What follows belongs to an exercise in optimizing a design on an open flow for small area and a short achievable clock period; a production flow would make more cautious choices.
RTL that was checked went through simulation tests only; none was proved equivalent to the original.
Function not checked in run 9: the RTL went through the layout flow alone.
No activity file was given, so power comes from the tool's default toggle rates.

## design/flow/design.v

```verilog
module gca_dlnv(
    input [31:0]    coord0,
    input [31:0]    coord1,
    input           ld,
    input           step,
    input           CLK,
    output          FC,
    output [20:0]   ADDR
);
    wire [10:0] xs = coord0[10:0];
    wire [9:0]  ys = coord0[20:11];
    wire [10:0] x1 = coord1[10:0];
    wire [9:0]  y1 = coord1[20:11];
    reg  [10:0] x;
    reg  [9:0]  y;
    reg         sx, sy;      
    reg  [10:0] dx;          
    reg  [9:0]  dy;          
    reg  [11:0] q;           
    reg         xmaj_n;      
    reg  [11:0] h;           
    reg         eqx, eqy;    
    wire xmaj = q[11];
    wire [11:0] tx  = {1'b0, x1} + {1'b0, ~xs};
    wire [10:0] ty  = {1'b0, y1} + {1'b0, ~ys};
    wire [10:0] tx1 = x1 + ~xs + 11'd1;
    wire [9:0]  ty1 = y1 + ~ys + 10'd1;
    wire [10:0] adx = tx[11] ? tx1 : ~tx[10:0];
    wire [9:0]  ady = ty[10] ? ty1 : ~ty[9:0];
    wire [11:0] qn = {2'b0, dy} - {1'b0, dx};
    wire [11:0] h0 = q + (xmaj_n ? ~{3'b0, dy[9:1]} : {2'b0, dx[10:1]});
    wire gox = xmaj | h[11];         
    wire goy = xmaj_n | ~h[11];      
    wire both = gox & goy;
    wire [11:0] sa = xmaj ? {2'b0, dy} : ~{1'b0, dx};
    wire [11:0] hm = both ? q : sa;
    wire [11:0] hs = h + (hm & {12{step}}) + {11'd0, step & ~both & xmaj_n};
    wire mx = step & gox;
    wire my = step & goy;
    wire [10:0] wx = x ^ {11{sx}};
    wire [9:0]  wy = y ^ {10{sy}};
    wire [10:0] fx;
    wire [9:0]  fy;
    assign fx[0] = 1'b1;
    assign fy[0] = 1'b1;
    genvar i;
    generate
        for (i = 1; i < 11; i = i + 1) begin : gfx
            assign fx[i] = &wx[i-1:0];
        end
        for (i = 1; i < 10; i = i + 1) begin : gfy
            assign fy[i] = &wy[i-1:0];
        end
    endgenerate
    wire [10:0] ex = x ^ x1;
    wire [9:0]  ey = y ^ y1;
    wire eqx_hold = ~|ex;
    wire eqy_hold = ~|ey;
    wire eqx_step = ex == fx;
    wire eqy_step = ey == fy;
    assign ADDR = {y, x};
    assign FC = ~ld & (xmaj ? eqx : eqy);
    always @(posedge CLK) begin
        x <= ld ? xs : x ^ ({11{mx}} & fx);
        y <= ld ? ys : y ^ ({10{my}} & fy);
        eqx <= (mx & ~ld) ? eqx_step : eqx_hold;
        eqy <= (my & ~ld) ? eqy_step : eqy_hold;
        sx <= ~tx[11];
        sy <= ~ty[10];
        dx <= adx;
        dy <= ady;
        q <= qn;
        xmaj_n <= ~qn[11];
        h <= ld ? h0 : hs;
    end
endmodule
```

## design/flow/flow/run.sh

```bash
#!/bin/bash
# Own layout flow: the standard ORFS flow (standard.sh) with
#  - ORFS's full/half-adder extraction turned off, so ABC maps the adders
#  - a shorter ABC mapping script (structural choices, then delay mapping)
#  - plain buffers on the ports instead of the delay cells ORFS picks
#  - a clock tree with larger sink clusters and no dummy loads
set -euo pipefail
here=$(pwd)
rm -rf "$here/scripts_mod"
cp -r "$FLOW_HOME/scripts" "$here/scripts_mod"
cp "$here/flow/abc_speed.script" "$here/scripts_mod/abc_speed.script"
export SCRIPTS_DIR="$here/scripts_mod"
export ADDER_MAP_FILE=
export BUFFER_PORTS_ARGS="-buffer_cell sky130_fd_sc_hd__buf_1"
export CTS_ARGS="-sink_clustering_enable -repair_clock_nets -dont_use_dummy_load -sink_clustering_size 40 -sink_clustering_max_diameter 150 -buf_list {sky130_fd_sc_hd__clkbuf_4}"
bash standard.sh > standard.log 2>&1
```

## design/flow/flow/abc_speed.script

```
&get -n
&st
&dch
&nf
&put
```

## design/flow/standard.sh

```bash
#!/bin/bash
# synth_recipe.tcl (not shown) runs the flow's synth.tcl, then flattens the netlist and writes it again
# the make line also repeats each setting of config.mk as NAME=value (left out here)
make -C /OpenROAD-flow-scripts/flow DESIGN_CONFIG=/design/flow/config.mk WORK_HOME=/design/flow/orfs CLKGATE_MAP_FILE= SYNTH_SCRIPT=/design/flow/synth_recipe.tcl "${@:-finish}"
```

## design/flow/config.mk

```make
export PLATFORM = sky130hd
export DESIGN_NAME = gca_dlnv
export DESIGN_NICKNAME = gca_dlnv
export VERILOG_FILES = /design/flow/design.v
export SDC_FILE = /design/flow/constraint.sdc
export NUM_CORES = 4
export LEC_CHECK = 0
export CAP_MARGIN = 20
export CORE_MARGIN = 2
export CORE_UTILIZATION = 40
export SETUP_SLACK_MARGIN = 2.4
export SLEW_MARGIN = 20
```

## design/flow/constraint.sdc

```tcl
create_clock -name core_clock -period 5.0 [get_ports {CLK}]
set_input_delay 1.0000 -clock core_clock [delete_from_list [all_inputs] [get_ports {CLK}]]
set_output_delay 1.0000 -clock core_clock [all_outputs]
set_load 0.01 [all_outputs]
```

==> impl_metrics.toml, run 1 <==
[clock_network]
ctsHoldBuffers = 0
clockRootBuffer = "clkbuf_4"
numCtsBuffers = 9
cts_buffer_depth = 2
clk_latency_ps = 450
clkTransAtPathRegs_ps = 110
clock-sinks = 71
tritoncts = "yes"
cts_max_level = 3

[pwr]
switching_share_pct = 46.42
p_switching_mw = 1.799
p_int_mw = 2.077
power_frac_comb_pct = 67.6
p_per_area_nw_per_um2 = 567.1
leakage_nw = 2.438
pwr-share-seq_pct = 25.2
pwr-share-clk_pct = 7.1
vdd.ir_drop.worst_mv = 0.2471

[floorplanning]
io_pins = 89
start_util_pct = 40.72
die_x_microns = 122.4
die_h_microns = 122.4
num_rows = 43
dieArea_sq_um = 14980
core_area_sq_um = 13770

[placement]
place_congestion = 0.8851
io_buffers = 66
hpwlAfterDp_microns = 10820

[yosys]
synthFlopType = "dfxtp_1"
synth_edf_count = 0
synthesis.nets = 803
synth-seq-cells = 71
synth_cells = 736
ys_types = 44
yosysWarnings = 1
netlist_top_cells_area = "dfxtp_1 (25%), xnor2_1 (17%), xor2_1 (8.9%)"
syn_area_sq_um = 5608
avgSynthCellArea_sq_um = 7.619
synthArstFlopShare_pct = 0
synth_seq_area_share_pct = 25.35
synth_top_area_share_pct = 25.35
synth_area_leader_cell = "dfxtp_1"

[layout]
final_common_cell = "xnor2_1"
post-route-util_pct = 49.63
diodes = 0
layout_common_cells = "xnor2_1 (107), nand2_1 (82), nor2_1 (69), dfxtp_1 (64), o21ai_0 (58)"
drive_above_1_share_pct = 13.55
area_growth_syn_to_layout_pct = 21.89
nNetsFinal = 918

[route]
drc = 0
ant_nets = 0
firstDrtPassIters = 5
vias = 5474
wirelength_microns = 14800
viasPerCell = 5.320
wl_per_cell_microns = 14.38
first_iter_violations = 301

[sta]
timing.final.max_slew_violations = 0
max_slew_margin_pct = 57.41
rsz0062_at_grt = "yes"
final-hold-violation-count = 0
tightest_slew_ps = 638.9
finalSetupTns_ps = 0
finClkSkew_ps = 35.16
fmax_mhz = 382.7
period_needed_ps = 2613
finalCritPeriodShare_pct = 52.26
finalSetupViolations = 0

[setup_path]
cp.required_ps = 5340
worstSetupPathType = "reg2reg"
reg2reg_depth = 9
endpoint_kind = "flip-flop"
start_kind = "flip-flop"
regToRegEndpoint = "h[6]$_DFF_P_"
ff2ff_setup_slack_ps = 2390
path_max_fanout = 6
reg2reg_from = "h[11]$_DFF_P_"
worst_ep_arrival_time_ps = 2950

[global_route]
antenna_found_initial = 0
grt_max_degree = 66
grt_pass1_wl_microns = 24610
overflow = 0
grt_pass1_vias = 5293
track_usage_pct = 20.55

[min_path]
holdCritStartpoint = "dy[0]$_DFF_P_"
worst_hold_path.num_cells = 1
hold_path.class = "reg2reg"
hold_end = "q[0]$_DFF_P_"

[run_status]
outcome = "finished clean"

[flow_run]
maxCapViolations = 0
-- state kept, by name (all words and copies together) (netlist names) --
| register | count |
|---|---|
| q | 12 |
| dx | 11 |
| h | 12 |
| y | 10 |
| xmaj_n | 1 |
| x | 11 |
| dy | 10 |
| sy | 1 |
| sx | 1 |
| eqx | 1 |
| eqy | 1 |
-- kinds of logic after synthesis --
family	count (synthesis)	synth area share, %
simple gates	288	24.83
compound gates	180	19.59
xor+xnor	169	26.39
flops	71	25.35
buf+inv	11	0.7363
mux	11	2.030
fa+ha+maj	6	1.071
-- cells in the mapped netlist, drive strengths merged (2+ instances only) --
library cell,number
a221oi,3
and4,4
o211ai,13
nand2b,39
o211a,2
a31o,6
a31oi,11
o21bai,2
o21ai,66
xnor2,112
o2111ai,4
nand3,13
o31a,3
clkinv,11
nand4,12
a21oi,43
and2,3
nor4,6
nand2,83
maj3,6
dfxtp,71
or2,13
nor3,17
o22ai,2
o21a,4
a211oi,2
and3,3
nor2,71
o31ai,6
xor2,57
mux2i,8
o221ai,2
a21o,3
mux2,3
nor2b,18
or3,4
a21boi,3
-- per-layer routing --
layer,vias to the layer above,share of wire [%],GRT usage (%)
li1,2805,-,-
met1,2543,46,25.94
met2,112,49,35.52
met3,14,4.0,4.322
met4,0,0.93,5.388
met5,-,0,0
-- worst max-delay path: stages (launching register included) --
cell and delay, ps:
dfxtp_4 410, mux2i_4 340, buf_4 170, nand2b_1 110, a31oi_1 110, or2_4 300, or4_4 500, o221ai_4 190
xnor2_1 110, mux2_1 280
-- metrics by stage --
step / cell area (sq um) / hold WS (ps) / std cells / setup slack (ps) / power [mW]
CTS: 6651 / 506.9 / 1017 / 2356 / 3.714
global route: 6835 / 547.1 / 1029 / 2286 / 4.211
finish: 6835 / 502.6 / 1029 / 2387 / 3.876
floorplan: 5791 / 445.1 / 736 / 2394 / 2.708
detailed placement: 6280 / 499.7 / 984 / 1218 / 3.170
global placement: 6280 / 470.6 / 984 / 1261 / 3.110
-- worst max path at each step --
stage / slack, ps / cells past startpoint / end / start
final: 2390 / 9 / h[6]$_DFF_P_ / h[11]$_DFF_P_
after global routing: 2290 / 12 / h[8]$_DFF_P_ / h[11]$_DFF_P_
after CTS: 2360 / 10 / h[8]$_DFF_P_ / h[11]$_DFF_P_
after detailed placement: 1220 / 9 / h[8]$_DFF_P_ / step
after global placement: 1260 / 9 / x[9]$_DFF_P_ / step
after floorplan: 2390 / 9 / dy[8]$_DFF_P_ / coord1[16]
-- area by class of cell --
cell class,count,area [sq um]
clock buffer,9,67.56
fill,1419,6938
inverter,11,42.54
multi-input combinational,656,4502
sequential,71,1443
tap,180,225.2
timing repair buffer,102,555.5
-- what timing repair did --
action                     4_1_cts  5_1_grt
buffers inserted                22       12
pin swaps                       18       20
gates resized for setup         36       22
setup endpoints to repair       27       17
gates cloned                     2        0
-- power groups by stage --
stage	Combinational [mW]	Clock (mW)	Sequential, mW
3_5_place_dp	2.15	0	1.02
6_report	2.62	0.276	0.978
4_1_cts	2.45	0.291	0.970
5_1_grt	2.89	0.312	1.01
2_1_floorplan	1.74	0	0.965
3_3_place_gp	2.10	0	1.01
==> inputs of run 2 (changes only) <==
--- a/design/flow/config.mk
+++ b/design/flow/config.mk
@@ -8,5 +8,5 @@
 export CAP_MARGIN = 20
 export CORE_MARGIN = 2
 export CORE_UTILIZATION = 40
-export SETUP_SLACK_MARGIN = 2.4
+export SETUP_SLACK_MARGIN = 2.3
 export SLEW_MARGIN = 20
==> run 2 against run 1 <==
Highest routed layer unchanged. Synthesized cell count unchanged. Largest power group unchanged. Clock skew down 10 ps. Maximum frequency down 1.1%. Register-to-register slack about the same. Setup slack worse by 29 ps. Hold slack worse by 8.1 ps. Count of clock-buffer cells in the layout unchanged. Wire length down 1.1%. Largest cell class unchanged. First-iteration DRC count down 11%. Critical endpoint is now dy[8]$_DFF_P_. Flip-flop and latch count unchanged. Total power down 1.5%. Die area unchanged.
==> impl_metrics.toml, run 2 <==
[placement]
placed_area_sq_um = 6182
pre_cts_ws_ps = 1626
dp_cells = 985
place_congestion = 0.8873
hpwlAfterDp_microns = 10750
io_buffers = 66

[yosys]
synth-seq-cells = 71
synthAdderAreaFrac_pct = 1.071
yosysWarnings = 1
synth_top_area_share_pct = 25.35
synthArstFlopShare_pct = 0
synth_top_family_by_area = "XOR/XNOR gates"
synth.mux.area_fraction_pct = 2.030
yosys.area_share.simple_pct = 24.83
synth_compound_area_share_pct = 19.59
synth.top_cells.by_count = "xnor2_1 (112), nand2_1 (83), dfxtp_1 (71), nor2_1 (71), o21ai_0 (66)"
synth_seq_area_share_pct = 25.35
yosysMostFrequentCell = "xnor2_1"
synth_edf_count = 0
avgSynthCellArea_sq_um = 7.619
netlist_top_cells_area = "dfxtp_1 (25%), xnor2_1 (17%), xor2_1 (8.9%)"
synthesis.nets = 803
synth_area_leader_cell = "dfxtp_1"
synthFlopType = "dfxtp_1"
syn_area_sq_um = 5608
synth_cells = 736
synth_xor_area_share_pct = 26.39
ys_types = 44

[clock_network]
cts_max_level = 3
ctsHoldBuffers = 0
numCtsBuffers = 9
cts_buffer_depth = 2
clock-sinks = 71
clockRootBuffer = "clkbuf_4"
tritoncts = "yes"
clk_latency_ps = 440
clkTransAtPathRegs_ps = 120

[global_route]
grtUsageMet2_pct = 33.65
grt_max_degree = 66
top_usage_layer = "met2"
track_usage_pct = 19.91
overflow = 0
antenna_found_initial = 0
grt_pass1_vias = 5119
grt_use_met1_pct = 25.63
grt_pass1_wl_microns = 23900
met3_usage_pct = 4.833

[setup_path]
regToRegEndpoint = "h[6]$_DFF_P_"
critPathMaxStageDelay_ps = 330
crit_family = "compound AO/OA/AOI/OAI gates"
worstSetupPathType = "in2reg"
worst_ep_arrival_time_ps = 3000
ff2ff_setup_slack_ps = 2380
start_kind = "input port"
path_max_fanout = 6
startpoint = "coord1[16]"
reg2reg_depth = 8
reg2reg_from = "h[11]$_DFF_P_"
worstPathCellList = "buf_2 > xor2_4 > o21ai_1 > a21o_1 > o21ai_0 > nand3_1 > a31o_4 > mux2_1 > a31oi_2 > xor2_1"
path_buf_inv = 1
cp.required_ps = 5360
endpoint_kind = "flip-flop"
cp_slowest_cell = "mux2_1"

[sta]
tightest_slew_ps = 658.3
finalCritPeriodShare_pct = 52.84
finalSetupViolations = 0
max_slew_margin_pct = 56.11
timing.final.max_slew_violations = 0
timing.final.ws_setup_ps = 2358
final-hold-violation-count = 0
hold_ws_ps = 494.5
period_needed_ps = 2642
finalSetupTns_ps = 0
rsz0062_at_grt = "yes"
finClkSkew_ps = 25.04
fmax_mhz = 378.5

[floorplanning]
die_h_microns = 122.4
core_area_sq_um = 13770
num_rows = 43
die_x_microns = 122.4
start_util_pct = 40.72
io_pins = 89
dieArea_sq_um = 14980

[layout]
post-route-util_pct = 48.94
drive_above_1_share_pct = 11.74
nNetsFinal = 912
diodes = 0
layout_common_cells = "xnor2_1 (108), nand2_1 (82), nor2_1 (70), dfxtp_1 (65), o21ai_0 (60)"
final_common_cell = "xnor2_1"
stdcell_count = 1023
finalInstanceArea_sq_um = 6740
top_regs = "h (12), q (12)"
area_growth_syn_to_layout_pct = 20.19

[run_status]
outcome = "finished clean"

[min_path]
holdCritStartpoint = "dy[0]$_DFF_P_"
hold_end = "q[0]$_DFF_P_"
worst_hold_path.num_cells = 1
hold_path.class = "reg2reg"

[route]
vias = 5456
ant_nets = 0
wl_per_cell_microns = 14.31
drc = 0
viasPerCell = 5.333
firstDrtPassIters = 5
first_iter_violations = 269
wirelength_microns = 14640

[pwr]
power.total_mw = 3.817
p_per_area_nw_per_um2 = 566.3
vdd.ir_drop.worst_mv = 0.1763
leakage_nw = 2.388

[flow_run]
maxCapViolations = 0
-- run 2: how the worst max path moves through the flow --
stage | slack [ps] | endpoint | cells past startpoint
after global routing | 2290 | h[11]$_DFF_P_ | 10
after CTS | 2280 | h[10]$_DFF_P_ | 9
after detailed placement | 1630 | h[11]$_DFF_P_ | 9
final | 2360 | dy[8]$_DFF_P_ | 10
after floorplan | 2280 | h[6]$_DFF_P_ | 8
after global placement | 1660 | h[11]$_DFF_P_ | 9
-- run 2: per-layer routing --
layer / vias to the layer above / routed length, microns
met1: 2509 / 6907
met4: 0 / 155
met2: 124 / 6998
li1: 2809 / -
met3: 14 / 577
met5: - / 0
-- run 2: area by class of cell --
type	count	area [sq um]
fill	1417	7033
sequential	71	1436
multi-input combinational	656	4467
clock buffer	9	67.56
tap	180	225.2
timing repair buffer	96	499.2
inverter	11	45.04
-- run 2: logic make-up (layout without fill, tap and decap cells) --
kind of cell             after synthesis  count (layout)
flip-flops                            71              71
AO/OA/AOI/OAI                        180             180
AND/OR/NAND/NOR                      288             288
buffers and inverters                 11             116
multiplexers                          11              13
adder cells (fa/ha/maj)                6               6
XOR/XNOR                             169             169
-- run 2: power by group --
part	leakage, nW	internal, mW	switching, mW
clock network	0.0414	0.0837	0.195
registers	0.598	0.768	0.210
logic	1.75	1.20	1.36
-- run 2: what timing repair did --
action | in CTS | in global routing
setup endpoints to repair | 14 | 14
buffers inserted | 8 | 19
cloned | 2 | 0
resized for setup | 20 | 41
pin swaps | 4 | 20
==> inputs of run 3 (changes only) <==
--- a/design/flow/config.mk
+++ b/design/flow/config.mk
@@ -8,5 +8,5 @@
 export CAP_MARGIN = 20
 export CORE_MARGIN = 2
 export CORE_UTILIZATION = 40
-export SETUP_SLACK_MARGIN = 2.3
+export SETUP_SLACK_MARGIN = 2.0
 export SLEW_MARGIN = 20
==> run 3 against run 2 <==
Synthesized area is the same. Via count shrank 5.8%. Critical path depth down 1. Sequential power barely moved. Non-clock buffer count fell by 24. Clock power is 3% lower. Largest cell class unchanged. Setup slack got worse by 200 ps. Global-route usage is 1.1 points lower. Cell count is 2.4% lower. Clock skew up 5.6 ps.
==> impl_metrics.toml, run 3 <==
[pwr]
leakage_nw = 2.179
power.total_mw = 3.452
p_per_area_nw_per_um2 = 547.4
vdd.ir_drop.worst_mv = 0.1657

[global_route]
grt_max_degree = 40
overflow = 0
grt_pass1_wl_microns = 22600
grt_pass1_vias = 4816
track_usage_pct = 18.81
antenna_found_initial = 0

[setup_path]
worst_ep_arrival_time_ps = 3160
start_kind = "flip-flop"
worstSetupPathType = "reg2reg"
critPathMaxStageDelay_ps = 560
worstPathCellList = "mux2i_4 > o211ai_1 > and4_1 > or2_0 > or4_1 > o221ai_2 > a21oi_1 > xnor2_1 > mux2i_1"
path_max_fanout = 6
cp_slowest_cell = "or4_1"
cp.required_ps = 5320
endpoint_kind = "flip-flop"

[route]
viasPerCell = 5.150
wl_per_cell_microns = 13.51
ant_nets = 0
wirelength_microns = 13480
first_iter_violations = 201
firstDrtPassIters = 4
drc = 0
vias = 5140

[clock_network]
cts_buffer_depth = 2
numCtsBuffers = 9
clockRootBuffer = "clkbuf_4"
clk_latency_ps = 440
ctsHoldBuffers = 0
clkTransAtPathRegs_ps = 100
clock-sinks = 71
tritoncts = "yes"
cts_max_level = 3

[layout]
layout_common_cells = "xnor2_1 (111), nand2_1 (82), nor2_1 (71), dfxtp_1 (69)"
post-route-util_pct = 45.78
diodes = 0
final_common_cell = "xnor2_1"
nNetsFinal = 887
area_growth_syn_to_layout_pct = 12.45
n_fill_cell = 1469
top_regs = "h (12), q (12)"
drive_above_1_share_pct = 3.667
stdcell_count = 998

[yosys]
yosysWarnings = 1
synth_edf_count = 0
synth.top_cells.by_count = "xnor2_1 (112), nand2_1 (83), dfxtp_1 (71), nor2_1 (71), o21ai_0 (66)"
synth_seq_area_share_pct = 25.35
synthArstFlopShare_pct = 0
yosysMostFrequentCell = "xnor2_1"
syn_area_sq_um = 5608
synth_top_area_share_pct = 25.35
ys_types = 44
synthFlopType = "dfxtp_1"
synthesis.nets = 803
avgSynthCellArea_sq_um = 7.619
synth_area_leader_cell = "dfxtp_1"
synth-seq-cells = 71
synth_cells = 736
netlist_top_cells_area = "dfxtp_1 (25%), xnor2_1 (17%), xor2_1 (8.9%)"

[sta]
max_slew_margin_pct = 51.71
rsz0062_at_grt = "yes"
finalSetupTns_ps = 0
timing.final.max_slew_violations = 0
final-hold-violation-count = 0
fmax_mhz = 352.3
period_needed_ps = 2839
tightest_slew_ps = 724.3
finClkSkew_ps = 30.66
finalCritPeriodShare_pct = 56.78
finalSetupViolations = 0

[min_path]
hold_path.class = "reg2reg"

[floorplanning]
die_h_microns = 122.4
die_x_microns = 122.4
io_pins = 89
dieArea_sq_um = 14980
num_rows = 43
core_area_sq_um = 13770
start_util_pct = 40.72

[placement]
place_congestion = 0.8523
hpwlAfterDp_microns = 10600
dp_cells = 986
io_buffers = 66

[flow_run]
maxCapViolations = 0

[run_status]
outcome = "finished clean"
[run 3: worst paths after layout]
path         slack [ps]       endpoint          start  cells past startpoint
max reg2reg        2160  h[10]$_DFF_P_  h[11]$_DFF_P_                      9
max                2160  h[10]$_DFF_P_  h[11]$_DFF_P_                      9
min                 490   q[0]$_DFF_P_  dy[0]$_DFF_P_                      1
min reg2reg         490   q[0]$_DFF_P_  dy[0]$_DFF_P_                      1
[run 3: final cells by class]
cell class              count  area, sq um  area share, %
multi-input cells         655         4235          67.16
flip-flops and latches     71         1426          22.62
inverters                  11        41.29         0.6548
repair buffers             72        310.3          4.921
clock buffers               9        67.56          1.071
well taps                 180        225.2          3.571
[run 3: cells by family after synthesis]
| kind of cell | after synthesis | share of synthesized area (%) |
|---|---|---|
| mux | 11 | 2.030 |
| flops | 71 | 25.35 |
| fa+ha+maj | 6 | 1.071 |
| compound gates | 180 | 19.59 |
| xor+xnor | 169 | 26.39 |
| buf+inv | 11 | 0.7363 |
| simple gates | 288 | 24.83 |
[run 3: where the power goes]
| part | switching, mW | internal (mW) |
|---|---|---|
| sequential | 0.214 | 0.763 |
| clock | 0.187 | 0.0836 |
| combinational | 1.21 | 0.998 |
| total | 1.61 | 1.84 |
[run 3: worst max-delay path: cells and delay by family (launching register included)]
kind                      cells  cell delay, ps
and+or+nand+nor               3            1130
AOI/OAI and AO/OA             3             510
DFF                           1             470
muxes                         2             420
xor gates and xnor gates      1             190
[run 3: what timing repair did]
| action | 4_1_cts | 5_1_grt |
|---|---|---|
| cloned | 1 | 0 |
| setup endpoints to repair | 8 | 13 |
| resized for setup | 3 | 13 |
| setup buffers | 2 | 0 |
| endpoints found under the hold margin | 0 | 0 |
[run 3: per-layer routing]
layer / GRT usage, % / part of all wire [%] / routed length (microns) / up-vias
li1: - / - / - / 2763
met1: 25.70 / 50 / 6787 / 2279
met2: 30.24 / 45 / 6078 / 92
met3: 4.554 / 3.9 / 520 / 6
met4: 3.736 / 0.68 / 92 / 0
met5: 0 / 0 / 0 / -
[run 3: metrics by stage]
stage | setup WS, ps | hold slack [ps] | cell area [sq um]
final | 2161 | 490.8 | 6306
after detailed placement | 1469 | 480.3 | 6125
after floorplan | 2025 | 445.1 | 5620
after global placement | 1470 | 464.5 | 6125
after global routing | 1969 | 523.5 | 6306
after CTS | 2001 | 495.5 | 6238
==> inputs of run 4 (changes only) <==
--- a/design/flow/config.mk
+++ b/design/flow/config.mk
@@ -8,5 +8,5 @@
 export CAP_MARGIN = 20
 export CORE_MARGIN = 2
 export CORE_UTILIZATION = 40
-export SETUP_SLACK_MARGIN = 2.0
+export SETUP_SLACK_MARGIN = 2.1
 export SLEW_MARGIN = 20
==> run 4 against run 3 <==
Still clean on timing, DRC and antenna. Wire length grew 0.52%. Die area is the same. Clock skew grew 1.4 ps. Flip-flop and latch count is the same. Total power is essentially flat. Count of clock-buffer cells in the layout is the same. Synthesized area is the same. Combinational power is essentially flat. Cell area grew 0.85%. Cell count grew 0.20%. Non-clock buffer count grew 2. Largest cell class unchanged.
==> impl_metrics.toml, run 4 <==
[run_status]
outcome = "finished clean"

[yosys]
yosysMostFrequentCell = "xnor2_1"
synth_area_leader_cell = "dfxtp_1"
synth.top_cells.by_count = "xnor2_1 (112), nand2_1 (83), dfxtp_1 (71), nor2_1 (71), o21ai_0 (66)"
synthesis.nets = 803
synth-seq-cells = 71
synth_seq_area_share_pct = 25.35
ys_types = 44
syn_area_sq_um = 5608
netlist_top_cells_area = "dfxtp_1 (25%), xnor2_1 (17%), xor2_1 (8.9%)"
yosysWarnings = 1
avgSynthCellArea_sq_um = 7.619
synth_top_area_share_pct = 25.35
synthFlopType = "dfxtp_1"
synthArstFlopShare_pct = 0
synth_edf_count = 0
synth_cells = 736

[setup_path]
start_kind = "input port"
path_max_fanout = 31
crit_family = "buffers and inverters"
path_buf_inv = 2
worstSetupPathType = "in2out"
worst_ep_arrival_time_ps = 1810
cp.required_ps = 4000
reg2reg_from = "dx[0]$_DFF_P_"
reg2reg_depth = 9
worstPathCellList = "clkbuf_2 > nor2_1 > buf_1"
cp_slowest_cell = "clkbuf_2"
ff2ff_setup_slack_ps = 2240
regToRegEndpoint = "xmaj_n$_DFF_P_"
endpoint_kind = "primary output"
critPathMaxStageDelay_ps = 550

[route]
wl_per_cell_microns = 13.55
viasPerCell = 5.203
firstDrtPassIters = 5
ant_nets = 0
wirelength_microns = 13550
first_iter_violations = 229
vias = 5203
drc = 0

[clock_network]
clk_latency_ps = 440
cts_buffer_depth = 2
clock-sinks = 71
cts_max_level = 3
numCtsBuffers = 9
clockRootBuffer = "clkbuf_4"
clkTransAtPathRegs_ps = 90
tritoncts = "yes"

[sta]
hold_ws_ps = 491.1
period_needed_ps = 2814
finalSetupTns_ps = 0
timing.final.max_slew_violations = 0
max_slew_margin_pct = 52.05
final-hold-violation-count = 0
rsz0062_at_grt = "yes"
finalSetupViolations = 0
finalCritPeriodShare_pct = 56.29
fmax_mhz = 355.3
timing.final.ws_setup_ps = 2186
finClkSkew_ps = 32.01
tightest_slew_ps = 719.3

[pwr]
pwr-share-clk_pct = 8.1
switching_share_pct = 46.76
pwr-share-seq_pct = 28.9
p_switching_mw = 1.613
power_frac_comb_pct = 63.1
vdd.ir_drop.worst_mv = 0.1753
leakage_nw = 2.203
p_int_mw = 1.836
p_per_area_nw_per_um2 = 542.3

[layout]
final_common_cell = "xnor2_1"
finalInstanceArea_sq_um = 6360
nNetsFinal = 889
area_growth_syn_to_layout_pct = 13.41
diodes = 0
top_regs = "h (12), q (12)"
n_fill_cell = 1475
layout_common_cells = "xnor2_1 (110), nand2_1 (82), nor2_1 (71), dfxtp_1 (66), buf_1 (65)"
drive_above_1_share_pct = 5.122

[global_route]
grt_pass1_wl_microns = 22490
grt_max_degree = 37
track_usage_pct = 18.78
antenna_found_initial = 0
overflow = 0
grt_pass1_vias = 4726

[floorplanning]
die_x_microns = 122.4
die_h_microns = 122.4
num_rows = 43
io_pins = 89
core_area_sq_um = 13770
start_util_pct = 40.72
dieArea_sq_um = 14980

[placement]
io_buffers = 66
place_congestion = 0.8734
pre_cts_ws_ps = 1529
hpwlAfterDp_microns = 10510
placed_area_sq_um = 6122

[min_path]
hold_path.class = "reg2reg"
worst_hold_path.num_cells = 1
holdCritStartpoint = "dy[0]$_DFF_P_"
hold_end = "q[0]$_DFF_P_"

[flow_run]
maxCapViolations = 0
run 4: cell counts after synthesis:
No cell type changed its count.
run 4: cell type report:
class,count,area (sq um),share of cell area (%)
clock buffer,9,67.56,1.062
inverter,11,45.04,0.7082
multi-input combinational,655,4274,67.20
sequential,71,1435,22.57
tap,180,225.2,3.541
timing repair buffer,74,312.8,4.918
run 4: logic make-up (layout without fill, tap and decap cells):
family	after synthesis	after routing	synth area share, %
XOR/XNOR	169	169	26.39
AND/OR/NAND/NOR	288	288	24.83
multiplexers	11	12	2.030
buffers and inverters	11	94	0.7363
flip-flops	71	71	25.35
adder cells (fa/ha/maj)	6	6	1.071
AO/OA/AOI/OAI	180	180	19.59
run 4: timing repair:
| action | CTS | global route |
|---|---|---|
| setup buffers | 2 | 3 |
| cloned | 1 | 0 |
| pin swaps | 0 | 2 |
| gates resized for setup | 7 | 20 |
| setup endpoints to repair | 11 | 15 |
| hold buffers | 0 | 0 |
run 4: worst max-delay path by stage:
stage	start	endpoint	slack, ps	cells past startpoint
final	ld	FC	2190	3
after global routing	h[11]$_DFF_P_	h[10]$_DFF_P_	2030	9
after CTS	h[11]$_DFF_P_	h[10]$_DFF_P_	2070	9
after detailed placement	coord1[16]	dy[8]$_DFF_P_	1530	10
after global placement	coord1[16]	dy[8]$_DFF_P_	1530	10
after floorplan	coord0[12]	dy[8]$_DFF_P_	2150	9
run 4: power by group through the flow:
stage / sequential (mW) / combinational (mW) / clock [mW]
after floorplan: 0.959 / 1.70 / 0
after global placement: 1.00 / 2.07 / 0
after detailed placement: 1.01 / 2.07 / 0
after CTS: 1.00 / 2.12 / 0.294
after global routing: 1.03 / 2.44 / 0.319
final: 0.995 / 2.18 / 0.278
run 4: worst register-to-register path, stage by stage (launching register included):
cell and delay, ps:
dfxtp_1 370, nor2b_1 180, maj3_2 350, o31a_1 320, maj3_1 400, nand2b_1 170
a31oi_2 240, a31oi_1 150, o32ai_2 340, nor2b_1 160
run 4: metrics by stage:
stage          cells  total power [mW]  utilization [%]
6_report        1000             3.449            46.18
5_1_grt         1000             3.793            46.18
4_1_cts          997             3.418            45.41
3_5_place_dp     985             3.082            44.45
3_3_place_gp     985             3.070            44.45
2_1_floorplan    736             2.656                -
run 4: metal layers:
metal  part of all wire, %  global-route usage, %  wire, microns  vias to the layer above
met5                     0                      0              0                        -
met4                  0.73                  3.448             99                        0
met3                   3.7                  4.600            498                        8
met2                    46                  30.66           6221                       76
met1                    50                  25.35           6729                     2361
li1                      -                      -              -                     2758
==> inputs of run 5 (changes only) <==
--- a/design/flow/config.mk
+++ b/design/flow/config.mk
@@ -8,5 +8,5 @@
 export CAP_MARGIN = 20
 export CORE_MARGIN = 2
 export CORE_UTILIZATION = 40
-export SETUP_SLACK_MARGIN = 2.1
+export SETUP_SLACK_MARGIN = 2.2
 export SLEW_MARGIN = 20
==> run 5 against run 4 <==
Cell area is 2.0% higher. Largest cell class unchanged. Highest routed layer unchanged. Die area unchanged. Combinational power grew 6%.
==> impl_metrics.toml, run 5 <==
[placement]
io_buffers = 66
place_congestion = 0.8642
pre_cts_ws_ps = 1589
hpwlAfterDp_microns = 10510

[clock_network]
tritoncts = "yes"
numCtsBuffers = 9
cts_buffer_depth = 2
clk_latency_ps = 430
clock-sinks = 71
clkTransAtPathRegs_ps = 110
cts_max_level = 3
clockRootBuffer = "clkbuf_4"
ctsHoldBuffers = 0

[setup_path]
path_max_fanout = 9
crit_family = "compound AO/OA/AOI/OAI gates"
cp.required_ps = 5320
path_buf_inv = 1
worstPathCellList = "mux2i_4 > buf_12 > o211ai_1 > a31o_1 > nor2b_1 > a311o_1 > a221oi_2 > o21ai_0 > xor2_1 > mux2i_1"
worstSetupPathType = "reg2reg"
start_kind = "flip-flop"
critPathMaxStageDelay_ps = 420
endpoint_kind = "flip-flop"
worst_ep_arrival_time_ps = 3030
cp_slowest_cell = "a311o_1"

[sta]
timing.final.ws_setup_ps = 2285
final-hold-violation-count = 0
finalSetupViolations = 0
max_slew_margin_pct = 63.84
timing.final.max_slew_violations = 0
tightest_slew_ps = 542.4
finalCritPeriodShare_pct = 54.31
fmax_mhz = 368.3
finalSetupTns_ps = 0
finClkSkew_ps = 24.48
rsz0062_at_grt = "yes"
period_needed_ps = 2715

[route]
wl_per_cell_microns = 13.61
viasPerCell = 5.202
first_iter_violations = 305
ant_nets = 0
wirelength_microns = 13650
drc = 0
vias = 5218
firstDrtPassIters = 4

[min_path]
hold_path.class = "reg2reg"

[yosys]
synthesis.nets = 803
synth_top_area_share_pct = 25.35
syn_area_sq_um = 5608
yosysMostFrequentCell = "xnor2_1"
synth-seq-cells = 71
synth_cells = 736
synth_area_leader_cell = "dfxtp_1"
synth_edf_count = 0
avgSynthCellArea_sq_um = 7.619
ys_types = 44
netlist_top_cells_area = "dfxtp_1 (25%), xnor2_1 (17%), xor2_1 (8.9%)"
synthArstFlopShare_pct = 0
synthFlopType = "dfxtp_1"
yosysWarnings = 1
synth.top_cells.by_count = "xnor2_1 (112), nand2_1 (83), dfxtp_1 (71), nor2_1 (71), o21ai_0 (66)"
synth_seq_area_share_pct = 25.35

[global_route]
overflow = 0
grt_pass1_vias = 4895
antenna_found_initial = 0
track_usage_pct = 18.85
grt_pass1_wl_microns = 22540
grt_max_degree = 43

[pwr]
power.total_mw = 3.561
vdd.ir_drop.worst_mv = 0.1767
leakage_nw = 2.273
p_per_area_nw_per_um2 = 549.0

[flow_run]
maxCapViolations = 0

[floorplanning]
io_pins = 89
num_rows = 43
dieArea_sq_um = 14980
die_x_microns = 122.4
core_area_sq_um = 13770
start_util_pct = 40.72
die_h_microns = 122.4

[layout]
top_regs = "h (12), q (12)"
final_common_cell = "xnor2_1"
drive_above_1_share_pct = 7.898
nNetsFinal = 892
layout_common_cells = "xnor2_1 (109), nand2_1 (82), nor2_1 (71), dfxtp_1 (65), o21ai_0 (62)"
post-route-util_pct = 47.08
area_growth_syn_to_layout_pct = 15.64
diodes = 0

[run_status]
outcome = "finished clean"
-- run 5: through the flow --
stage | instance area [sq um] | hold slack (ps) | std cells
2_1_floorplan | 5642 | 445.1 | 736
6_report | 6485 | 481.3 | 1003
4_1_cts | 6320 | 485.5 | 997
3_3_place_gp | 6138 | 466.1 | 985
5_1_grt | 6485 | 523.2 | 1003
3_5_place_dp | 6138 | 469.8 | 985
-- run 5: path summary, 6_finish.rpt --
path	slack (ps)	depth (start not counted)	from	end
setup / recovery	2280	10	h[11]$_DFF_P_	h[11]$_DFF_P_
hold / removal	480	1	dy[0]$_DFF_P_	q[0]$_DFF_P_
setup reg to reg	2280	10	h[11]$_DFF_P_	h[11]$_DFF_P_
hold reg to reg	480	1	dy[0]$_DFF_P_	q[0]$_DFF_P_
-- run 5: cell type report --
| class | instances | area [sq um] |
|---|---|---|
| Clock buffer | 9 | 67.56 |
| Fill cell | 1419 | 7288 |
| Inverter | 11 | 45.04 |
| Multi-Input combinational cell | 655 | 4348 |
| Sequential cell | 71 | 1436 |
| Tap cell | 180 | 225.2 |
| Timing Repair Buffer | 77 | 362.8 |
-- run 5: logic make-up after synthesis --
group	count (synthesis)	share of synthesized area, %
AO/OA/AOI/OAI	180	19.59
multiplexers	11	2.030
XOR/XNOR	169	26.39
AND/OR/NAND/NOR	288	24.83
buffers and inverters	11	0.7363
adder cells (fa/ha/maj)	6	1.071
flip-flops	71	25.35
-- run 5: routing by layer --
layer / share of wire (%) / track usage [%] / vias to the layer above
li1: - / - / 2762
met1: 50 / 24.78 / 2358
met2: 46 / 30.66 / 90
met3: 3.5 / 4.972 / 8
met4: 1.0 / 4.885 / 0
met5: 0 / 0 / -
-- run 5: repair_timing --
item,in CTS,in global routing
setup endpoints to repair,13,16
setup buffers,2,6
pin swaps,4,8
cloned,1,0
gates resized for setup,17,31
-- run 5: where the power goes --
group / switching [mW] / total [mW] / leakage [nW] / internal (mW)
clock: 0.184 / 0.267 / 0.0414 / 0.0836
combinational: 1.25 / 2.30 / 1.63 / 1.05
sequential: 0.222 / 0.990 / 0.598 / 0.768
==> inputs of run 6 (changes only) <==
--- a/design/flow/config.mk
+++ b/design/flow/config.mk
@@ -8,5 +8,6 @@
 export CAP_MARGIN = 20
 export CORE_MARGIN = 2
 export CORE_UTILIZATION = 40
+export GPL_TIMING_DRIVEN = 1
 export SETUP_SLACK_MARGIN = 2.2
 export SLEW_MARGIN = 20
==> run 6 against run 5 <==
Cell area stayed put. Largest power group unchanged. Clock skew stayed put. Critical endpoint unchanged. Synthesized area stayed put. Still clean on timing, DRC and antenna.
==> impl_metrics.toml, run 6 <==
[run_status]
outcome = "finished clean"

[sta]
finalSetupTns_ps = 0
timing.final.ws_setup_ps = 2285
final-hold-violation-count = 0
fmax_mhz = 368.3
period_needed_ps = 2715
finClkSkew_ps = 24.48
timing.final.max_slew_violations = 0
finalSetupViolations = 0
finalCritPeriodShare_pct = 54.31
max_slew_margin_pct = 63.84
rsz0062_at_grt = "yes"
tightest_slew_ps = 542.4

[yosys]
ys_types = 44
synthFlopType = "dfxtp_1"
synth_top_area_share_pct = 25.35
yosys.area_share.simple_pct = 24.83
netlist_top_cells_area = "dfxtp_1 (25%), xnor2_1 (17%), xor2_1 (8.9%)"
synthAdderAreaFrac_pct = 1.071
synth_edf_count = 0
synth.top_cells.by_count = "xnor2_1 (112), nand2_1 (83), dfxtp_1 (71), nor2_1 (71), o21ai_0 (66)"
yosysWarnings = 1
yosysMostFrequentCell = "xnor2_1"
synth-seq-cells = 71
synth_cells = 736
synth_xor_area_share_pct = 26.39
avgSynthCellArea_sq_um = 7.619
synthArstFlopShare_pct = 0
synth_seq_area_share_pct = 25.35
syn_area_sq_um = 5608
synth_compound_area_share_pct = 19.59
synth.mux.area_fraction_pct = 2.030
synth_area_leader_cell = "dfxtp_1"
synth_top_family_by_area = "XOR/XNOR gates"
synthesis.nets = 803

[layout]
area_growth_syn_to_layout_pct = 15.64
top_regs = "h (12), q (12)"
drive_above_1_share_pct = 7.898
multiInputGateArea_sq_um = 4348
seqCellArea_sq_um = 1436
nNetsFinal = 892
layout_common_cells = "xnor2_1 (109), nand2_1 (82), nor2_1 (71), dfxtp_1 (65), o21ai_0 (62)"
diodes = 0
n_fill_cell = 1419
final_common_cell = "xnor2_1"

[global_route]
grt_max_degree = 43
overflow = 0
grt_pass1_wl_microns = 22540
track_usage_pct = 18.85
antenna_found_initial = 0
grt_pass1_vias = 4895

[clock_network]
cts_buffer_depth = 2
clk_latency_ps = 430
cts_max_level = 3
clkTransAtPathRegs_ps = 110
clockRootBuffer = "clkbuf_4"
tritoncts = "yes"
clock-sinks = 71
numCtsBuffers = 9

[route]
viasPerCell = 5.202
ant_nets = 0
wirelength_microns = 13650
firstDrtPassIters = 4
vias = 5218
drc = 0
wl_per_cell_microns = 13.61
first_iter_violations = 305

[setup_path]
path_max_fanout = 9
worstPathCellList = "mux2i_4 > buf_12 > o211ai_1 > a31o_1 > nor2b_1 > a311o_1 > a221oi_2 > o21ai_0 > xor2_1 > mux2i_1"
worst_ep_arrival_time_ps = 3030
start_kind = "flip-flop"
crit_family = "compound AO/OA/AOI/OAI gates"
critPathMaxStageDelay_ps = 420
path_buf_inv = 1
cp_slowest_cell = "a311o_1"
worstSetupPathType = "reg2reg"
ff2ff_setup_slack_ps = 2280
cp.required_ps = 5320
endpoint_kind = "flip-flop"

[pwr]
vdd.ir_drop.worst_mv = 0.1767
pwr-share-seq_pct = 27.8
leakage_nw = 2.273
pwr-share-clk_pct = 7.5
p_switching_mw = 1.658
p_per_area_nw_per_um2 = 549.0
switching_share_pct = 46.57
p_int_mw = 1.902
power_frac_comb_pct = 64.7

[floorplanning]
die_x_microns = 122.4
num_rows = 43
core_area_sq_um = 13770
die_h_microns = 122.4
io_pins = 89
dieArea_sq_um = 14980
start_util_pct = 40.72

[flow_run]
maxCapViolations = 0

[placement]
hpwlAfterDp_microns = 10510
io_buffers = 66
place_congestion = 0.8642
pre_cts_ws_ps = 1589

[min_path]
hold_path.class = "reg2reg"
[run 6: cell counts in the layout (fill, tap and decap cells not counted)]
No cell type changed its count.
[run 6: what timing repair did]
action,in CTS,in global routing
hold buffers,0,0
pin swaps,4,8
cloned,1,0
endpoints found under the setup margin,13,16
setup buffers,2,6
resized for setup,17,31
[run 6: metal layers]
layer / part of all wire (%) / GRT usage [%]
met1: 50 / 24.78
met2: 46 / 30.66
met3: 3.5 / 4.972
met4: 1.0 / 4.885
met5: 0 / 0
[run 6: worst paths after layout]
check                      from  depth (start not counted)       endpoint
hold / removal    dy[0]$_DFF_P_                          1   q[0]$_DFF_P_
setup reg to reg  h[11]$_DFF_P_                         10  h[11]$_DFF_P_
hold reg to reg   dy[0]$_DFF_P_                          1   q[0]$_DFF_P_
setup / recovery  h[11]$_DFF_P_                         10  h[11]$_DFF_P_
[run 6: final cells by class]
class | count | area share (%)
clock buffer | 9 | 1.042
inverter | 11 | 0.6946
multi-input combinational | 655 | 67.05
sequential | 71 | 22.15
tap | 180 | 3.473
timing repair buffer | 77 | 5.595
[run 6: logic make-up (layout without fill, tap and decap cells)]
group,after synthesis,after routing
AO/OA/AOI/OAI,180,180
XOR/XNOR,169,169
adder cells (fa/ha/maj),6,6
buffers and inverters,11,97
flip-flops,71,71
multiplexers,11,12
AND/OR/NAND/NOR,288,288
[run 6: per-stage QoR]
stage / power [mW] / hold slack (ps) / instances / cell area [sq um] / util (%)
detailed placement: 3.084 / 469.8 / 985 / 6138 / 44.57
floorplan: 2.658 / 445.1 / 736 / 5642 / -
finish: 3.561 / 481.3 / 1003 / 6485 / 47.08
global route: 3.906 / 523.2 / 1003 / 6485 / 47.08
CTS: 3.450 / 485.5 / 997 / 6320 / 45.88
global placement: 3.072 / 466.1 / 985 / 6138 / 44.57
[run 6: power groups by stage]
stage | combinational (mW) | clock, mW | sequential [mW]
2_1_floorplan | 1.70 | 0 | 0.960
3_3_place_gp | 2.06 | 0 | 1.01
3_5_place_dp | 2.08 | 0 | 1.01
4_1_cts | 2.15 | 0.289 | 1.01
5_1_grt | 2.58 | 0.312 | 1.02
6_report | 2.30 | 0.267 | 0.990
==> inputs of run 7 (changes only) <==
--- a/design/flow/config.mk
+++ b/design/flow/config.mk
@@ -8,6 +8,6 @@
 export CAP_MARGIN = 20
 export CORE_MARGIN = 2
 export CORE_UTILIZATION = 40
-export GPL_TIMING_DRIVEN = 1
+export GPL_ROUTABILITY_DRIVEN = 0
 export SETUP_SLACK_MARGIN = 2.2
 export SLEW_MARGIN = 20
==> run 7 against run 6 <==
Still clean on timing, DRC and antenna. Register-to-register slack hardly changed. First-iteration DRC count unchanged. Wire length stayed put. Flip-flop and latch count did not move. Highest routed layer unchanged.
==> impl_metrics.toml, run 7 <==
[layout]
final_common_cell = "xnor2_1"
drive_above_1_share_pct = 7.898
top_regs = "h (12), q (12)"
layout_common_cells = "xnor2_1 (109), nand2_1 (82), nor2_1 (71), dfxtp_1 (65), o21ai_0 (62)"
diodes = 0
stdcell_count = 1003
nNetsFinal = 892
area_growth_syn_to_layout_pct = 15.64

[sta]
fmax_mhz = 368.3
finClkSkew_ps = 24.48
hold_ws_ps = 481.3
final-hold-violation-count = 0
finalSetupTns_ps = 0
timing.final.ws_setup_ps = 2285
finalCritPeriodShare_pct = 54.31
rsz0062_at_grt = "yes"
period_needed_ps = 2715
tightest_slew_ps = 542.4
timing.final.max_slew_violations = 0
finalSetupViolations = 0
max_slew_margin_pct = 63.84

[route]
viasPerCell = 5.202
first_iter_violations = 305
wirelength_microns = 13650
firstDrtPassIters = 4
ant_nets = 0
drc = 0
wl_per_cell_microns = 13.61
vias = 5218

[clock_network]
clkTransAtPathRegs_ps = 110
cts_max_level = 3
numCtsBuffers = 9
clockRootBuffer = "clkbuf_4"
cts_buffer_depth = 2
clk_latency_ps = 430
tritoncts = "yes"
clock-sinks = 71

[setup_path]
endpoint_kind = "flip-flop"
cp_slowest_cell = "a311o_1"
crit_family = "compound AO/OA/AOI/OAI gates"
path_max_fanout = 9
cp.required_ps = 5320
worstPathCellList = "mux2i_4 > buf_12 > o211ai_1 > a31o_1 > nor2b_1 > a311o_1 > a221oi_2 > o21ai_0 > xor2_1 > mux2i_1"
start_kind = "flip-flop"
worst_ep_arrival_time_ps = 3030
path_buf_inv = 1
worstSetupPathType = "reg2reg"
critPathMaxStageDelay_ps = 420

[yosys]
synth_top_area_share_pct = 25.35
syn_area_sq_um = 5608
synth_area_leader_cell = "dfxtp_1"
synthArstFlopShare_pct = 0
avgSynthCellArea_sq_um = 7.619
yosysWarnings = 1
synth-seq-cells = 71
synth_seq_area_share_pct = 25.35
yosysMostFrequentCell = "xnor2_1"
netlist_top_cells_area = "dfxtp_1 (25%), xnor2_1 (17%), xor2_1 (8.9%)"
synth_edf_count = 0
synth_cells = 736
synth.top_cells.by_count = "xnor2_1 (112), nand2_1 (83), dfxtp_1 (71), nor2_1 (71), o21ai_0 (66)"
synthesis.nets = 803
ys_types = 44
synthFlopType = "dfxtp_1"

[placement]
hpwlAfterDp_microns = 10510
io_buffers = 66
pre_cts_ws_ps = 1589
dp_cells = 985

[min_path]
hold_path.class = "reg2reg"

[floorplanning]
die_h_microns = 122.4
die_x_microns = 122.4
num_rows = 43
dieArea_sq_um = 14980
io_pins = 89
start_util_pct = 40.72
core_area_sq_um = 13770

[global_route]
grt_pass1_wl_microns = 22540
antenna_found_initial = 0
grt_pass1_vias = 4895
grt_max_degree = 43
track_usage_pct = 18.85
overflow = 0

[run_status]
outcome = "finished clean"

[flow_run]
maxCapViolations = 0

[pwr]
leakage_nw = 2.273
vdd.ir_drop.worst_mv = 0.1767
p_per_area_nw_per_um2 = 549.0
[run 7: kinds of logic (layout without fill, tap and decap cells)]
family          Yosys count  count (layout)  synth area share, %
mux                      11              12                2.030
buf+inv                  11              97               0.7363
flops                    71              71                25.35
fa+ha+maj                 6               6                1.071
compound gates          180             180                19.59
xor+xnor                169             169                26.39
simple gates            288             288                24.83
[run 7: stage by stage]
stage	cell area [sq um]	power (mW)	util (%)
after detailed placement	6138	3.084	44.57
after global placement	6138	3.072	44.57
final	6485	3.561	47.08
after floorplan	5642	2.658	-
after CTS	6320	3.450	45.88
after global routing	6485	3.906	47.08
[run 7: routing by layer]
| layer | vias up | global-route usage (%) | wire length (microns) |
|---|---|---|---|
| li1 | 2762 | - | - |
| met1 | 2358 | 24.78 | 6803 |
| met2 | 90 | 30.66 | 6234 |
| met3 | 8 | 4.972 | 476 |
| met4 | 0 | 4.885 | 138 |
| met5 | - | 0 | 0 |
[run 7: worst paths after layout]
path         cells past startpoint          start             to  slack [ps]
max reg2reg                     10  h[11]$_DFF_P_  h[11]$_DFF_P_        2280
max                             10  h[11]$_DFF_P_  h[11]$_DFF_P_        2280
min                              1  dy[0]$_DFF_P_   q[0]$_DFF_P_         480
min reg2reg                      1  dy[0]$_DFF_P_   q[0]$_DFF_P_         480
[run 7: report_power, final]
part / switching [mW] / internal [mW] / leakage [nW]
combinational: 1.25 / 1.05 / 1.63
clock: 0.184 / 0.0836 / 0.0414
sequential: 0.222 / 0.768 / 0.598
[run 7: worst reg2reg max path: stages, from the launching register on]
cell      delay (ps)
dfxtp_4          400
mux2i_4          320
buf_12           160
o211ai_1         110
a31o_1           260
nor2b_1          150
a311o_1          420
a221oi_2         340
o21ai_0          180
xor2_1           180
mux2i_1           80
[run 7: area by class of cell]
| class | instances | area, sq um |
|---|---|---|
| fill | 1419 | 7288 |
| tap | 180 | 225.2 |
| multi-input combinational | 655 | 4348 |
| timing repair buffer | 77 | 362.8 |
| clock buffer | 9 | 67.56 |
| inverter | 11 | 45.04 |
| sequential | 71 | 1436 |
[run 7: timing repair]
| item | CTS | global route |
|---|---|---|
| pin swaps | 4 | 8 |
| endpoints found under the setup margin | 13 | 16 |
| buffers inserted | 2 | 6 |
| resized for setup | 17 | 31 |
| cloned | 1 | 0 |
| hold buffers | 0 | 0 |
==> inputs of run 8 (changes only) <==
--- a/design/flow/config.mk
+++ b/design/flow/config.mk
@@ -7,7 +7,6 @@
 export LEC_CHECK = 0
 export CAP_MARGIN = 20
 export CORE_MARGIN = 2
-export CORE_UTILIZATION = 40
-export GPL_ROUTABILITY_DRIVEN = 0
+export CORE_UTILIZATION = 30
 export SETUP_SLACK_MARGIN = 2.2
 export SLEW_MARGIN = 20
==> run 8 against run 7 <==
Still clean on timing, DRC and antenna. Core utilization down 11 points. Clock power up 4%. Non-clock buffer count up 8. Synthesized cell count unchanged. Die area up 32%. Wire length up 4.6%. Critical path depth down 2. Clock skew up 4.6 ps. Register-to-register slack better by 20 ps. Global-route usage down 4.3 points. First-iteration DRC count down 4.9%. Flip-flop and latch count unchanged. Critical endpoint is now h[6]$_DFF_P_.
==> impl_metrics.toml, run 8 <==
[setup_path]
endpoint_kind = "flip-flop"
start_kind = "flip-flop"
cp.required_ps = 5350
worstSetupPathType = "reg2reg"
path_max_fanout = 7
worst_ep_arrival_time_ps = 3040

[route]
wl_per_cell_microns = 13.39
viasPerCell = 5.010
first_iter_violations = 290
ant_nets = 0
firstDrtPassIters = 5
wirelength_microns = 14280
drc = 0
vias = 5341

[global_route]
track_usage_pct = 14.55
grt_pass1_wl_microns = 23880
grt_pass1_vias = 5118
grt_max_degree = 36
antenna_found_initial = 1
overflow = 0

[min_path]
hold_path.class = "reg2reg"

[sta]
tightest_slew_ps = 516.2
rsz0062_at_grt = "yes"
fmax_mhz = 371.2
max_slew_margin_pct = 65.28
finClkSkew_ps = 29.05
final-hold-violation-count = 0
finalSetupTns_ps = 0
period_needed_ps = 2694
timing.final.max_slew_violations = 0
hold_ws_ps = 465.2
finalCritPeriodShare_pct = 53.88
finalSetupViolations = 0

[yosys]
ys_types = 44
synth-seq-cells = 71
synth_area_leader_cell = "dfxtp_1"
netlist_top_cells_area = "dfxtp_1 (25%), xnor2_1 (17%), xor2_1 (8.9%)"
yosysMostFrequentCell = "xnor2_1"
avgSynthCellArea_sq_um = 7.619
syn_area_sq_um = 5608
synth_cells = 736
synthFlopType = "dfxtp_1"
synthesis.nets = 803
synthArstFlopShare_pct = 0
synth_top_area_share_pct = 25.35
synth_edf_count = 0
synth_seq_area_share_pct = 25.35
synth.top_cells.by_count = "xnor2_1 (112), nand2_1 (83), dfxtp_1 (71), nor2_1 (71), o21ai_0 (66)"
yosysWarnings = 1

[clock_network]
clk_latency_ps = 460
clockRootBuffer = "clkbuf_4"
ctsHoldBuffers = 0
clock-sinks = 71
tritoncts = "yes"
cts_max_level = 3
numCtsBuffers = 9
clkTransAtPathRegs_ps = 120
cts_buffer_depth = 2

[run_status]
outcome = "finished clean"

[pwr]
power_frac_comb_pct = 64.7
p_per_area_nw_per_um2 = 544.1
p_int_mw = 1.919
vdd.ir_drop.worst_mv = 0.1638
power.total_mw = 3.590
p_switching_mw = 1.671
switching_share_pct = 46.55
pwr-share-seq_pct = 27.6
pwr-share-clk_pct = 7.8
leakage_nw = 2.305

[floorplanning]
start_util_pct = 30.28
num_rows = 50
core_area_sq_um = 18520
io_pins = 89
dieArea_sq_um = 19800
die_h_microns = 140.7
die_x_microns = 140.7

[flow_run]
maxCapViolations = 0

[layout]
stdcell_count = 1066
final_common_cell = "xnor2_1"
nNetsFinal = 900
area_growth_syn_to_layout_pct = 17.65
layout_common_cells = "xnor2_1 (109), nand2_1 (82), nor2_1 (71), dfxtp_1 (65), o21ai_0 (60)"
n_fill_cell = 2010
drive_above_1_share_pct = 8.183
top_regs = "h (12), q (12)"

[placement]
place_congestion = 0.8241
dp_cells = 1038
hpwlAfterDp_microns = 10880
io_buffers = 66
## run 8: cell types whose count changed in the layout (fill, tap and decap cells not counted), moves of 2 or more
cell	delta
buf_6	+2
o21ai_0	-2
a21oi_1	+2
buf_4	+8
o21ai_1	+3
a21oi_2	-2
## run 8: logic make-up (layout without fill, tap and decap cells)
group	count (synthesis)	in the layout	synth area share [%]
compound gates	180	180	19.59
xor+xnor	169	169	26.39
fa+ha+maj	6	6	1.071
buf+inv	11	105	0.7363
flops	71	71	25.35
mux	11	12	2.030
other cells	0	1	0
simple gates	288	288	24.83
## run 8: area by class of cell
type,count,area [sq um],area share (%)
Tap cell,234,292.8,4.438
Inverter,11,41.29,0.6258
Antenna cell,1,2.502,0.03793
Sequential cell,71,1436,21.77
Clock buffer,9,67.56,1.024
Multi-Input combinational cell,655,4343,65.83
Timing Repair Buffer,85,414.1,6.277
## run 8: worst max-delay path, cell delays in order (launching register included)
cell and delay, ps:
dfxtp_4 420, mux2i_4 340, o211ai_1 170, and4_4 210
or2_4 270, or4_4 530, o221ai_2 240, xnor2_1 120
mux2_1 280
## run 8: routing by layer
metal	routed length, microns	global-route usage [%]
met2	6808	24.36
met5	0	0
met4	195	5.526
met3	460	2.004
met1	6812	19.07
## run 8: what timing repair did
action | in CTS | in global routing
endpoints found under the hold margin | 0 | 0
pin swaps | 3 | 13
setup buffers | 4 | 13
resized for setup | 20 | 33
endpoints found under the setup margin | 15 | 20
cloned | 1 | 0
## run 8: path summary, 6_finish.rpt
| check | startpoint | endpoint | slack, ps | cells after the start |
|---|---|---|---|---|
| hold reg to reg | dy[0]$_DFF_P_ | q[0]$_DFF_P_ | 470 | 1 |
| setup / recovery | h[11]$_DFF_P_ | h[6]$_DFF_P_ | 2310 | 8 |
| setup reg to reg | h[11]$_DFF_P_ | h[6]$_DFF_P_ | 2310 | 8 |
| hold / removal | dy[0]$_DFF_P_ | q[0]$_DFF_P_ | 470 | 1 |
## run 8: power by group through the flow
stage	clock (mW)	combinational, mW	sequential (mW)
after CTS	0.292	2.16	1.01
after global routing	0.314	2.60	1.02
after floorplan	0	1.70	0.960
after global placement	0	2.06	1.01
after detailed placement	0	2.09	1.01
final	0.279	2.32	0.989
## run 8: through the flow
stage / util, % / worst slack [ps] / area [sq um]
4_1_cts: 34.46 / 2201 / 6381
6_report: 35.63 / 2306 / 6598
2_1_floorplan: - / 2200 / 5642
3_3_place_gp: 33.47 / 1247 / 6198
5_1_grt: 35.63 / 2113 / 6598
3_5_place_dp: 33.47 / 1235 / 6198
==> inputs of run 9 (changes only) <==
--- a/design/flow/design.v
+++ b/design/flow/design.v
@@ -28,11 +28,12 @@
     wire [10:0] adx = tx[11] ? tx1 : ~tx[10:0];
     wire [9:0]  ady = ty[10] ? ty1 : ~ty[9:0];
     wire [11:0] qn = {2'b0, dy} - {1'b0, dx};
-    wire [11:0] h0 = q + (xmaj_n ? ~{3'b0, dy[9:1]} : {2'b0, dx[10:1]});
+    wire [11:0] sa = xmaj ? {2'b0, dy} : ~{1'b0, dx};
+    wire [12:0] h2 = {q[11], q} + {sa[11], sa};
+    wire [11:0] h0 = h2[12:1];
     wire gox = xmaj | h[11];         
     wire goy = xmaj_n | ~h[11];      
     wire both = gox & goy;
-    wire [11:0] sa = xmaj ? {2'b0, dy} : ~{1'b0, dx};
     wire [11:0] hm = both ? q : sa;
     wire [11:0] hs = h + (hm & {12{step}}) + {11'd0, step & ~both & xmaj_n};
     wire mx = step & gox;
--- a/design/flow/config.mk
+++ b/design/flow/config.mk
@@ -7,6 +7,6 @@
 export LEC_CHECK = 0
 export CAP_MARGIN = 20
 export CORE_MARGIN = 2
-export CORE_UTILIZATION = 30
+export CORE_UTILIZATION = 40
 export SETUP_SLACK_MARGIN = 2.2
 export SLEW_MARGIN = 20
==> run 9 against run 8 <==
Flip-flop and latch count is the same. Non-clock buffer count shrank 1. Synthesized cell count is 1.2% lower. Via count fell by 0.45%. Critical endpoint is now FC. Highest routed layer unchanged.
==> impl_metrics.toml, run 9 <==
[floorplanning]
start_util_pct = 40.48
die_h_microns = 121.8
io_pins = 89
die_x_microns = 121.8
dieArea_sq_um = 14840
num_rows = 43
core_area_sq_um = 13720

[setup_path]
regToRegEndpoint = "h[10]$_DFF_P_"
reg2reg_depth = 9
ff2ff_setup_slack_ps = 2330
reg2reg_from = "h[11]$_DFF_P_"
endpoint_kind = "primary output"
start_kind = "input port"
path_max_fanout = 25
worstSetupPathType = "in2out"
worst_ep_arrival_time_ps = 1710
cp.required_ps = 4000

[route]
drc = 0
wirelength_microns = 14240
ant_nets = 0
first_iter_violations = 251
vias = 5317
firstDrtPassIters = 4
viasPerCell = 5.291
wl_per_cell_microns = 14.17

[layout]
nNetsFinal = 893
final_common_cell = "xnor2_1"
n_fill_cell = 1397
seqCellArea_sq_um = 1439
drive_above_1_share_pct = 8.859
finalInstanceArea_sq_um = 6563
layout_common_cells = "xnor2_1 (97), nand2_1 (83), o21ai_0 (74), dfxtp_1 (65), buf_1 (64)"
area_growth_syn_to_layout_pct = 18.16
top_regs = "h (12), q (12)"
multiInputGateArea_sq_um = 4398

[sta]
fmax_mhz = 368.8
finalCritPeriodShare_pct = 54.23
hold_ws_ps = 494.4
timing.final.ws_setup_ps = 2288
final-hold-violation-count = 0
finalSetupViolations = 0
rsz0062_at_grt = "yes"
finalSetupTns_ps = 0
period_needed_ps = 2712
max_slew_margin_pct = 47.71
finClkSkew_ps = 28.37
tightest_slew_ps = 776.1
timing.final.max_slew_violations = 0

[global_route]
overflow = 0
grt_pass1_wl_microns = 22710
track_usage_pct = 19.11
grt_pass1_vias = 4941
antenna_found_initial = 1
grt_max_degree = 44

[min_path]
worst_hold_path.num_cells = 1
holdCritStartpoint = "dx[0]$_DFF_P_"
hold_path.class = "reg2reg"
hold_end = "q[0]$_DFF_P_"

[yosys]
synth_area_leader_cell = "dfxtp_1"
avgSynthCellArea_sq_um = 7.640
synth_top_area_share_pct = 25.59
synthesis.nets = 794
synth_edf_count = 0
yosysMostFrequentCell = "xnor2_1"
syn_area_sq_um = 5554
ys_types = 44
synth_cells = 727
synth.top_cells.by_count = "xnor2_1 (99), nand2_1 (83), o21ai_0 (78)"
yosysWarnings = 1
synthFlopType = "dfxtp_1"
netlist_top_cells_area = "dfxtp_1 (26%), xnor2_1 (16%), xor2_1 (11%)"
synthArstFlopShare_pct = 0
synth-seq-cells = 71
synth_seq_area_share_pct = 25.59

[pwr]
p_per_area_nw_per_um2 = 521.9
leakage_nw = 2.265
power.total_mw = 3.425
vdd.ir_drop.worst_mv = 0.1512

[clock_network]
cts_buffer_depth = 2
clockRootBuffer = "clkbuf_4"
numCtsBuffers = 9
clk_latency_ps = 440
tritoncts = "yes"
clkTransAtPathRegs_ps = 120
clock-sinks = 71
cts_max_level = 3
ctsHoldBuffers = 0

[placement]
io_buffers = 66
place_congestion = 0.8485
pre_cts_ws_ps = 1631
placed_area_sq_um = 6098
hpwlAfterDp_microns = 10500

[run_status]
outcome = "finished clean"

[flow_run]
maxCapViolations = 0
[run 9: cell types whose count changed in the layout (fill, tap and decap cells not counted), moves of 6 or more]
cell	before	now
o21ai_0	60	74
xnor2_1	109	97
a21oi_1	43	37
buf_1	58	64
nor2_1	71	58
nand2b_1	38	31
xor2_1	52	60
[run 9: report_power, final]
group	total (mW)	leakage (nW)	switching, mW	internal [mW]
sequential	0.982	0.599	0.222	0.760
clock	0.277	0.0414	0.193	0.0837
combinational	2.17	1.63	1.20	0.966
total	3.43	2.27	1.62	1.81
[run 9: kinds of logic after synthesis]
family,count (synthesis),synth area share [%]
AO/OA/AOI/OAI,185,20.07
XOR/XNOR,167,26.33
adder cells (fa/ha/maj),7,1.262
buffers and inverters,12,0.8109
flip-flops,71,25.59
multiplexers,8,1.442
AND/OR/NAND/NOR,277,24.49
[run 9: metal layers]
metal	vias up	track usage, %	part of all wire [%]
met5	-	0	0
met4	0	8.261	1.1
met3	12	2.856	3.9
met2	103	32.23	48
met1	2450	24.22	47
li1	2752	-	-
[run 9: how the worst max path moves through the flow]
| stage | startpoint | end | slack, ps | depth (start not counted) |
|---|---|---|---|---|
| after floorplan | coord0[1] | dx[6]$_DFF_P_ | 2230 | 9 |
| after global placement | step | h[11]$_DFF_P_ | 1600 | 9 |
| after detailed placement | coord1[2] | dx[2]$_DFF_P_ | 1630 | 10 |
| after CTS | h[11]$_DFF_P_ | h[10]$_DFF_P_ | 2150 | 9 |
| after global routing | h[11]$_DFF_P_ | h[11]$_DFF_P_ | 2170 | 9 |
| final | ld | FC | 2290 | 3 |
[run 9: final cells by class]
type                       count  area share [%]
sequential                    71           21.93
clock buffer                   9           1.030
timing repair buffer          84           5.872
multi-input combinational    648           67.02
tap                          180           3.432
inverter                      12          0.6864
antenna                        1         0.03813
[run 9: worst max-delay path, stage by stage]
cell	delay (ps)
buf_2	430
nor2_1	100
buf_1	160
[run 9: metrics by stage]
step,std cells,util [%]
after global placement,976,44.45
final,1005,47.83
after detailed placement,976,44.45
after global routing,1005,47.83
after floorplan,727,-
after CTS,993,45.86
[run 9: repair_timing]
action,CTS,global route
cloned,3,1
pin swaps,4,5
gates resized for setup,14,39
setup endpoints to repair,19,30
setup buffers,5,10

==> what the ideal ports hide <==
The results above use ideal ports. As a check the final layouts listed here were re-extracted and re-timed, cells and wires unchanged. Step 1 (the two cells are an assumption about what drives the block):
set clk [get_ports {CLK}]
set_driving_cell -lib_cell sky130_fd_sc_hd__clkbuf_16 $clk
set_driving_cell -lib_cell sky130_fd_sc_hd__buf_2 [delete_from_list [all_inputs] $clk]
Step 2 also shifts input and output timing later by t, the mid clock arrival at the registers, as if the neighbouring blocks saw the same clock. a / b / c = ideal ports / drivers / drivers and shift; a / b = the first two.
| run | t (ns) | slack for setup (ns) | worst setup path at the end | latest minus earliest clock arrival (ns) | worst register clock-pin slew, ns |
|---|---|---|---|---|---|
| run 1 | 0.467 | 2.387 / 2.387 / 2.015 | input to register | 0.035 / 0.036 | 0.12 / 0.12 |
| run 2 | 0.461 | 2.358 / 2.368 / 1.908 | input to register | 0.025 / 0.025 | 0.12 / 0.12 |
| run 3 | 0.455 | 2.161 / 2.157 / 1.736 | input to register | 0.031 / 0.031 | 0.11 / 0.11 |
| run 4 | 0.460 | 2.186 / 2.164 / 1.797 | input to register | 0.033 / 0.033 | 0.12 / 0.12 |
| run 5 | 0.454 | 2.285 / 2.285 / 1.844 | input to register | 0.025 / 0.025 | 0.11 / 0.11 |
| run 6 | 0.454 | 2.285 / 2.285 / 1.844 | input to register | 0.025 / 0.025 | 0.11 / 0.11 |
| run 7 | 0.454 | 2.285 / 2.285 / 1.844 | input to register | 0.025 / 0.025 | 0.11 / 0.11 |
| run 8 | 0.474 | 2.306 / 2.306 / 1.867 | input to register | 0.030 / 0.030 | 0.12 / 0.12 |
| run 9 | 0.459 | 2.288 / 2.262 / 1.891 | input to register | 0.029 / 0.029 | 0.12 / 0.12 |
After both steps every run listed still meets setup and hold. The setup slack of run 2, which loses most, moves by +0.010 ns with the drivers and by -0.450 ns with both steps.
